What follows belongs to an exercise in optimizing a design on an open flow for small area, a short achievable clock period and few clock cycles per item; a production flow would make more cautious choices. Only simulation tests tie the RTL to the original design; equivalence was not proved.

Setup of xenon:
==> flow/design.v <==
module gcd(
      input [31:0]      a_in,
      input [31:0]      b_in,
      input             start,
      input             reset_n,
      input             clk,
      output [31:0]     result,
      output            done
      );
      reg [31:0] a, b;
      reg        busy;       
      wire [31:0] x  = a ^ b;
      wire [31:0] n  = a & b;
      wire [31:0] t  = ~x;             
      wire [31:0] gg = a & x;          
      reg  [31:0] G, P;                
      integer lv, i;
      always @* begin
            G = gg;
            P = t;
            for (lv = 0; lv < 5; lv = lv + 1)
                  for (i = 0; i < 32; i = i + 1)
                        if (i[lv]) begin
                              G[i] = G[i] | (P[i] & G[((i >> lv) << lv) - 1]);
                              P[i] = P[i] & P[((i >> lv) << lv) - 1];
                        end
      end
      wire [32:0] c0 = {G, 1'b0};         
      wire [32:0] c1 = {G | P, 1'b1};     
      wire [31:0] dab = t ^ c1[31:0];     
      wire [31:0] dba = ~(t ^ c0[31:0]);  
      wire a_gt = c0[32];                 
      wire b_gt = ~c1[32];                
      wire eq = &t;
      assign done = busy & (eq | ~|a | ~|b);
      assign result = a | b;
      wire [31:0] u = x | n;           
      reg  [31:0] below;                
      always @* begin
            below = {u[30:0], 1'b0};
            for (lv = 0; lv < 5; lv = lv + 1)
                  for (i = 0; i < 32; i = i + 1)
                        if (i[lv])
                              below[i] = below[i] | below[((i >> lv) << lv) - 1];
      end
      wire [31:0] lo = ~below;         
      wire ak = |(a & lo);                           
      wire bk = |(b & lo);                           
      wire x1 = |({1'b0, x[31:1]} & lo);             
      wire x2 = |({2'b0, x[31:2]} & lo);             
      wire sub = ak & bk;
      wire a_step = ~ak | (bk & a_gt);
      wire b_step = ~bk | (ak & b_gt);
      wire [1:0] sh = x1 ? 2'd0 : x2 ? 2'd1 : 2'd2;   
      reg [31:0] a_nx, b_nx;
      always @* begin
            if (!sub)
                  a_nx = {1'b0, a[31:1]};
            else case (sh)
                  2'd0: a_nx = {1'b0, dab[31:1]};
                  2'd1: a_nx = {2'b0, dab[31:2]};
                  default: a_nx = {3'b0, dab[31:3]};
            endcase
            if (!sub)
                  b_nx = {1'b0, b[31:1]};
            else case (sh)
                  2'd0: b_nx = {1'b0, dba[31:1]};
                  2'd1: b_nx = {2'b0, dba[31:2]};
                  default: b_nx = {3'b0, dba[31:3]};
            endcase
      end
      always @(posedge clk, negedge reset_n) begin
            if (!reset_n)
                  busy <= 1'b0;
            else if (start)
                  busy <= 1'b1;
      end
      always @(posedge clk) begin
            if (start) begin
                  a <= a_in;
                  b <= b_in;
            end
            else begin
                  if (a_step) a <= a_nx;
                  if (b_step) b <= b_nx;
            end
      end
endmodule
export LEC_CHECK = 0
export CAP_MARGIN = 20
export CORE_MARGIN = 2
export CORE_UTILIZATION = 55
export CTS_BUF_LIST = sky130_fd_sc_hd__clkbuf_8
export PLACE_DENSITY = 0.65
export SLEW_MARGIN = 20
create_clock -name core_clock -period 4.0 [get_ports {clk}]
standard.sh (not shown) runs the stock make flow with config.mk's settings and CLKGATE_MAP_FILE= SYNTH_SCRIPT=/design/flow/synth_recipe.tcl, a recipe that flattens the netlist after the stock synthesis.
==> flow/flow/run.sh <==
#!/bin/bash
cp standard.sh standard_sh.log
export BUFFER_PORTS_ARGS="-buffer_cell sky130_fd_sc_hd__buf_1"
bash standard.sh > standard.log 2>&1
Testbench counts of xenon, summed over its fixed seeds: cycles 13,892, items 1,600.
For cedar, these inputs were changed with respect to xenon:
# xenon
export LEC_CHECK = 0
export CAP_MARGIN = 20
export CORE_MARGIN = 2
export CORE_UTILIZATION = 55
export CTS_BUF_LIST = sky130_fd_sc_hd__clkbuf_8
export PLACE_DENSITY = 0.65
export SLEW_MARGIN = 20
create_clock -name core_clock -period 4.0 [get_ports {clk}]
# cedar
export LEC_CHECK = 0
export CAP_MARGIN = 20
export CORE_MARGIN = 2
export CORE_UTILIZATION = 65
export CTS_BUF_LIST = sky130_fd_sc_hd__clkbuf_8
export PLACE_DENSITY = 0.75
export SLEW_MARGIN = 20
create_clock -name core_clock -period 4.0 [get_ports {clk}]
==> flow/flow/run.sh <==
#!/bin/bash
set -e
cp standard.sh standard_sh.log
rm -rf scripts
cp -r "$FLOW_HOME/scripts" scripts
cp flow/abc_speed.script scripts/abc_speed.script
export BUFFER_PORTS_ARGS="-buffer_cell sky130_fd_sc_hd__buf_1"
bash standard.sh SCRIPTS_DIR="$PWD/scripts" finish > standard.log 2>&1
==> flow/flow/abc_speed.script (new file) <==
&get -n
&st
&dch
&nf
&st
&syn2
&if -g -K 6
&synch2
&nf
&st
&dch
&nf -R 1000
&put
buffer -c
topo
stime -c
upsize -c
dnsize -c
Findings:
cedar finished all stages; layout check result: FAIL, due to negative setup slack. In cedar, the die area came out 21% below the value in xenon. Delta (cedar minus xenon): share of the clock period used by the worst path after layout saw an increase; maximum number of pins on one net before global-route repair up 84%; layout overhead on the synthesized area now larger; worst setup slack shows a reduction of 0.13 ns. Run comparison: xenon uppermost layer routed met5; cedar uppermost layer routed met4. Of cedar and xenon, xenon shows the higher final standard cell count with taps included and fillers excluded, with cedar below it. Looking only at setup total negative slack, and setting everything else aside, the higher value of cedar and xenon goes to xenon.
For violet, these inputs were changed with respect to cedar:
# cedar
export LEC_CHECK = 0
export CAP_MARGIN = 20
export CORE_MARGIN = 2
export CORE_UTILIZATION = 65
export CTS_BUF_LIST = sky130_fd_sc_hd__clkbuf_8
export PLACE_DENSITY = 0.75
export SLEW_MARGIN = 20
create_clock -name core_clock -period 4.0 [get_ports {clk}]
# violet
export LEC_CHECK = 0
export CAP_MARGIN = 20
export CORE_MARGIN = 2
export CORE_UTILIZATION = 40
export CTS_BUF_LIST = sky130_fd_sc_hd__clkbuf_8
export PLACE_DENSITY = 0.6
export SLEW_MARGIN = 20
create_clock -name core_clock -period 4.0 [get_ports {clk}]
==> flow/flow/run.sh <==
#!/bin/bash
cp standard.sh standard_sh.log
export BUFFER_PORTS_ARGS="-buffer_cell sky130_fd_sc_hd__buf_1"
bash standard.sh > standard.log 2>&1
removed: flow/flow/abc_speed.script
### Flow results
Out of violet and cedar, the only run to close with the timing, DRC and antenna checks passing was violet.
violet vs cedar: multi-input combinational gate total up
Critical path launch point = b[5]$_DFFE_PP_: cedar; critical path launch point = a[11]$_DFFE_PP_: violet
Per the comparison of violet with cedar, share of the core filled with cells in the final layout down 33 points, number of placement rows now larger.
Compared to cedar, violet was floorplanned on a bigger die.
Count of filler cells inserted in the layout (violet / cedar): 2.7

==> afterwards: timing with drivers on the ports <==
The results above use ideal ports. As a check the final layouts listed here were re-extracted and re-timed, cells and wires unchanged. Step 1 sets driving cells, clkbuf_16 on the clock port and buf_2 on the other inputs (assumed; they add their load-dependent delay and slew). Step 2 also shifts input and output timing later by t, the mid clock arrival at the registers, as if the neighbouring blocks saw the same clock. a / b / c = ideal ports / drivers / drivers and shift; a / b = the first two.
run	t (ns)	slack for setup (ns)	latest minus earliest clock arrival (ns)
xenon	0.418	0.116 / 0.074 / 0.143	0.016 / 0.017
cedar	0.417	-0.009 / -0.009 / -0.009	0.018 / 0.017
violet	0.425	0.109 / 0.070 / 0.109	0.010 / 0.010
